From an optimization exercise on the open Yosys and OpenROAD flow, aimed at small area and a short achievable clock period; shortcuts taken in it are not production practice.
Function was checked by simulation only, so behaviour that the tests miss may differ from the original.

// mips
module mips(
    input clk,
    input reset,
    input [31:0] PrRData,
    input [7:2] HWInt,
    output [31:0] PrAddr,
    output [31:0] PrWData,
    output [3:0] PrMask,
    output PrWrite,
    output [31:0] InstrAddr,
    input [31:0] InstrData,
    output [31:0] DmAddr,
    output [31:0] DmWData,
    output [3:0] DmBE,
    output DmWrite,
    input [31:0] DmRData
    );
For scale: ~12000 cells after synthesis, about 1700 flip-flops, roughly 270 I/O pins, about 120000 µm² of cells after synthesis.
Settings: LEC_CHECK=0, CAP_MARGIN=20, CORE_MARGIN=2, CORE_UTILIZATION=40, SLEW_MARGIN=20; clock period 18.0 ns.
standard.sh (not shown) runs the stock make flow with config.mk's settings and CLKGATE_MAP_FILE= SYNTH_SCRIPT=/design/flow/synth_recipe.tcl, a recipe that flattens the netlist after the stock synthesis.
==> flow/flow/run.sh <==
#!/bin/bash
# Standard layout, with these changes to how it is made:
#  - timing repair aims at a shorter period than the clock it is built at
#    (repair_timing -setup_margin), so that gate sizing and buffering work on
#    the paths that set the achieved period, and repairs only the worst 20%
#    of the endpoints it sees as violating (repair_timing -repair_tns);
#  - the port buffers that the standard flow puts on every input and output
#    are plain buffers (buf_2) instead of the delay cell it picks by default.
set -euo pipefail
bash standard.sh "BUFFER_PORTS_ARGS=-inputs -outputs -buffer_cell sky130_fd_sc_hd__buf_2" SETUP_SLACK_MARGIN=12.5 TNS_END_PERCENT=20 finish > standard_flow.log 2>&1
Rerun with:
==> flow/flow/run.sh (replaced) <==
#!/bin/bash
# Standard layout, with timing repair aiming at a shorter period than the
# clock it is built at (repair_timing -setup_margin), so that gate sizing and
# buffering work on the paths that set the achieved period.
set -euo pipefail
bash standard.sh SETUP_SLACK_MARGIN=12.5 finish > standard_flow.log 2>&1
Global-route usage went up by 0.90 points. Final area increases slightly. Wire length came out higher by a few percent. Worst setup slack gets worse by 6.5 ps. Sequential share of layout area falls by 0.40 points. Flip-flop and latch count is unchanged. Hold slack is better by 9.3 ps. Final cell count hardly moves. Die area stays the same.
Rerun with:
--- a/flow/flow/run.sh
+++ b/flow/flow/run.sh
@@ -4,3 +4,3 @@
 # buffering work on the paths that set the achieved period.
 set -euo pipefail
-bash standard.sh SETUP_SLACK_MARGIN=12.5 finish > standard_flow.log 2>&1
+bash standard.sh SETUP_SLACK_MARGIN=12 finish > standard_flow.log 2>&1
Outcome:
- via count came out lower by 1.7%
- setup slack loses 270 ps
- core utilization came out lower by 1.4 points
- design area came out lower by 2.9%
- count of clock-buffer cells in the layout came out higher by 12
Rerun with:
==> flow/flow/run.sh (replaced) <==
#!/bin/bash
# Standard layout, with these changes to how it is made:
#  - timing repair aims at a shorter period than the clock it is built at
#    (repair_timing -setup_margin), so that gate sizing and buffering work on
#    the paths that set the achieved period, and repairs only the worst 20%
#    of the endpoints it sees as violating (repair_timing -repair_tns);
#  - the port buffers that the standard flow puts on every input and output
#    are plain buffers (buf_2) instead of the delay cell it picks by default.
set -euo pipefail
bash standard.sh "BUFFER_PORTS_ARGS=-inputs -outputs -buffer_cell sky130_fd_sc_hd__buf_2" SETUP_SLACK_MARGIN=12.75 TNS_END_PERCENT=20 finish > standard_flow.log 2>&1
=> Global-route usage went down by 1.9 points. Routed wire length went down by 4.5%. Die area is unchanged. Clock-buffer cell count went down by 14. Maximum frequency went up by 4.2%. Final cell count went up by 1.7%. Cell area went up by 3.2%.

Setup of maple:
mips again, from the RTL that the note above started with.
// mips
module mips(
    input clk,
    input reset,
    input [31:0] PrRData,
    input [7:2] HWInt,
    output [31:0] PrAddr,
    output [31:0] PrWData,
    output [3:0] PrMask,
    output PrWrite,
    output [31:0] InstrAddr,
    input [31:0] InstrData,
    output [31:0] DmAddr,
    output [31:0] DmWData,
    output [3:0] DmBE,
    output DmWrite,
    input [31:0] DmRData
    );
    reg  [31:0] PC_F;
    reg  [31:0] PC4_D, I_D;
    reg  [31:0] A_E, B_E, I_E;
    reg  [4:0]  sh_amt_E;
    reg         a_imm_E, a_fwM_E, a_fwW_E, b_imm_E, b_fwM_E, b_fwW_E;
    reg         r_sub_E, r_slt_E, r_sltu_E, r_and_E, r_or_E, r_xor_E, r_nor_E;
    reg         r_sll_E, r_srl_E, r_sra_E, r_rot_E, r_pass_E, r_hi_E, r_lo_E;
    reg         E_toWrite, E_Unready, E_load;
    reg  [4:0]  E_Addr;
    reg         E_rw;
    reg  [4:0]  E_wa;
    reg         E_st, E_sth, E_stw;
    reg         E_ld, E_ldh, E_ldw, E_ldsx;
    reg         md_busy_E, md_mul_E, md_sgn_E, md_acc_E, md_sub_E, md_div_E, md_mthi_E, md_mtlo_E;
    reg  [31:0] Res_M, Data_M;
    reg         M_toWrite, M_Unready;
    reg  [4:0]  M_Addr;
    reg         M_rw;
    reg  [4:0]  M_wa;
    reg         DmWrite_M, PrWrite_M, acc_M;
    reg  [3:0]  BE_M;
    reg         M_sth, M_stw;
    reg         M_ld, M_ldh, M_ldw, M_ldsx;
    reg  [31:0] WD_W;
    reg         W_rw;
    reg  [4:0]  W_wa;
    reg  [31:0] gr [1:31];
    reg  [31:0] sr, epc;
    reg         c_bd;
    reg  [5:0]  c_ip;
    reg         c_sw;
    reg  [31:0] Hi, Lo;
    reg  [3:0]  cnt;
    reg         fin;
    reg         nrow;
    reg  [31:0] mA, mB;
    reg  [33:0] mW;
    reg  [33:0] m3;
    reg  [34:0] m5, m7;
    reg         s_div, s_sgn, s_sub, s_nq, s_nr;
    wire [5:0] op = I_D[31:26];
    wire [5:0] fn = I_D[5:0];
    wire [4:0] rs = I_D[25:21];
    wire [4:0] rt = I_D[20:16];
    wire [4:0] rd = I_D[15:11];
    wire [4:0] sa = I_D[10:6];
    wire opR   = op == 6'b000000;
    wire opSP2 = op == 6'b011100;
    wire opCP0 = op == 6'b010000;
    wire opRI  = op == 6'b000001;
    wire nz    = |I_D;
    wire f_add  = fn == 6'b100000, f_addu = fn == 6'b100001;
    wire f_sub  = fn == 6'b100010, f_subu = fn == 6'b100011;
    wire f_and  = fn == 6'b100100, f_or   = fn == 6'b100101;
    wire f_xor  = fn == 6'b100110, f_nor  = fn == 6'b100111;
  ...
Settings: LEC_CHECK=0, CAP_MARGIN=20, CORE_MARGIN=2, CORE_UTILIZATION=40, SLEW_MARGIN=20; clock period 18.0 ns.
==> flow/flow/run.sh <==
#!/bin/bash
# Standard layout, with these changes to how it is made:
#  - timing repair aims at a shorter period than the clock it is built at
#    (repair_timing -setup_margin), so that gate sizing and buffering work on
#    the paths that set the achieved period, and repairs only the worst 5%
#    of the endpoints it sees as violating (repair_timing -repair_tns);
#  - the port buffers that the standard flow puts on every input and output
#    are plain buffers (buf_2) instead of the delay cell it picks by default.
set -euo pipefail
bash standard.sh "BUFFER_PORTS_ARGS=-inputs -outputs -buffer_cell sky130_fd_sc_hd__buf_2" SETUP_SLACK_MARGIN=12.5 TNS_END_PERCENT=5 finish > standard_flow.log 2>&1
Edits applied to the flow inputs when going from maple to xenon:
==> flow/flow/run.sh <==
#!/bin/bash
# Standard layout, with two changes to how it is made:
#  - timing repair aims at a shorter period than the clock it is built at
#    (repair_timing -setup_margin), so that gate sizing and buffering work on
#    the paths that set the achieved period;
#  - the port buffers that the standard flow puts on every input and output
#    are plain buffers (buf_2) instead of the delay cell it picks by default.
set -euo pipefail
bash standard.sh "BUFFER_PORTS_ARGS=-inputs -outputs -buffer_cell sky130_fd_sc_hd__buf_2" SETUP_SLACK_MARGIN=12.5 finish > standard_flow.log 2>&1
==> comparison <==
- The cell area was comparable across xenon and maple.
- Layout filler cell count: maple vs xenon, no meaningful difference
- Delta (xenon minus maple): maximum number of pins on one net before global-route repair down 17%, met3 capacity usage during global routing moved up.
- xenon vs. maple: clock buffer count went down 10, met2 global-route usage lost 0.37 points.

Another version of the RTL of mips (not shown whole).
Size in the first run: about 11000 cells after synthesis, ~270 I/O pins.
Settings: LEC_CHECK=0, CAP_MARGIN=20, CORE_MARGIN=2, CORE_UTILIZATION=40, SLEW_MARGIN=20; clock period 18.0 ns.
run.sh (not shown) runs the stock make flow with config.mk's settings and CLKGATE_MAP_FILE= SYNTH_SCRIPT=/design/flow/synth_recipe.tcl, a recipe that flattens the netlist after the stock synthesis.
Stock flow here: none of the scripts above is used.
==> next run, changes <==
==> flow/flow/run.sh (new file) <==
#!/bin/bash
# Standard layout, with timing repair aiming at a shorter period than the
# clock it is built at (repair_timing -setup_margin), so that gate sizing and
# buffering work on the paths that set the achieved period.
set -euo pipefail
bash standard.sh SETUP_SLACK_MARGIN=9 finish > standard_flow.log 2>&1
==> flow/standard.sh (new file) <==
#!/bin/bash
# synth_recipe.tcl (not shown) runs the flow's synth.tcl, then flattens the netlist and writes it again
# the make line also repeats each setting of config.mk as NAME=value (left out here)
make -C /OpenROAD-flow-scripts/flow DESIGN_CONFIG=/design/flow/config.mk WORK_HOME=/design/flow/orfs CLKGATE_MAP_FILE= SYNTH_SCRIPT=/design/flow/synth_recipe.tcl "${@:-finish}"
removed: flow/run.sh
Effect: Non-clock buffer count is higher by 141. Wire length is lower slightly. First-iteration DRC count is higher by a little under a tenth. Synthesized cell count is unchanged. Design area is higher slightly. Synthesized area stays the same. Global-route usage is lower by 0.34 points. Setup slack gets better by 4.3 ns.

Setup of the reference run:
mips, a different RTL version from the one above (not shown whole).
Size in the first run: about 1,700 flip-flops, about 270 I/O pins.
clock: 18.0 ns
lec_check: 0
cap_margin: 20
core_margin: 2
core_utilization: 40
slew_margin: 20
standard.sh (not shown) runs the stock make flow with config.mk's settings and CLKGATE_MAP_FILE= SYNTH_SCRIPT=/design/flow/synth_recipe.tcl, a recipe that flattens the netlist after the stock synthesis.
==> flow/flow/run.sh <==
#!/bin/bash
# Standard layout, with timing repair aiming at a shorter period than the
# clock it is built at (repair_timing -setup_margin), so that gate sizing and
# buffering work on the paths that set the achieved period.
set -euo pipefail
bash standard.sh SETUP_SLACK_MARGIN=12 finish > standard_flow.log 2>&1
Input changes introduced in the trial run (baseline for comparison: the reference run):
--- a/flow/flow/run.sh
+++ b/flow/flow/run.sh
@@ -5,2 +5,2 @@
 set -euo pipefail
-bash standard.sh SETUP_SLACK_MARGIN=12 finish > standard_flow.log 2>&1
+bash standard.sh SETUP_SLACK_MARGIN=11 finish > standard_flow.log 2>&1
[summary]
- On routed wire length, the trial run tracks the reference run almost exactly.
- Of the reference run and the trial run, the run reporting the lower number of design-rule violations left by the first detailed-router iteration was the trial run.
- Status: multi-input combinational gate total parity (the trial run, the reference run)
- The trial run ended up with mB[29]$_DFFE_PP_ as its start point of the critical path; the reference run ended up with mA[10]$_DFFE_PN_.

-- static timing again, ports no longer ideal --
The flow's constraints put no driver on any port. The routed layouts listed below were extracted and timed again, unchanged, in two steps.
Step 1 (the two cells are an assumption about what drives the block):
set clk [get_ports {clk}]
set_driving_cell -lib_cell sky130_fd_sc_hd__clkbuf_16 $clk
set_driving_cell -lib_cell sky130_fd_sc_hd__buf_2 [delete_from_list [all_inputs] $clk]
Step 2 also shifts input and output timing later by t, the mid clock arrival at the registers, as if the neighbouring blocks saw the same clock.
a / b / c = ideal / step 1 / step 2; a / b = the first two.
| run | t, ns | setup WS [ns] | hold WS [ns] |
|---|---|---|---|
| the first run of note 1 | 0.982 | 12.213 / 12.113 / 11.353 | 0.327 / 0.327 / 0.327 |
| the second run of note 1 | 1.030 | 12.207 / 12.081 / 11.497 | 0.336 / 0.336 / 0.336 |
| the third run of note 1 | 0.990 | 11.934 / 11.830 / 11.101 | 0.327 / 0.327 / 0.327 |
| the fourth run of note 1 | 0.998 | 12.179 / 12.179 / 11.440 | 0.328 / 0.328 / 0.328 |
| maple | 0.993 | 11.986 / 12.035 / 11.042 | 0.324 / 0.324 / 0.324 |
| xenon | 1.004 | 12.078 / 12.078 / 11.590 | 0.336 / 0.336 / 0.336 |
| the first run of note 3 | 0.980 | 4.700 / 4.700 / 4.700 | 0.337 / 0.337 / 0.337 |
| the second run of note 3 | 0.980 | 9.022 / 9.022 / 9.022 | 0.331 / 0.331 / 0.331 |
| the reference run | 1.027 | 11.559 / 11.559 / 11.147 | 0.328 / 0.328 / 0.328 |
| the trial run | 1.000 | 10.860 / 10.860 / 10.508 | 0.330 / 0.330 / 0.330 |
After both steps every run listed still meets setup and hold. The setup slack of maple, which loses most, moves by +0.049 ns with the drivers and by -0.944 ns with both steps.
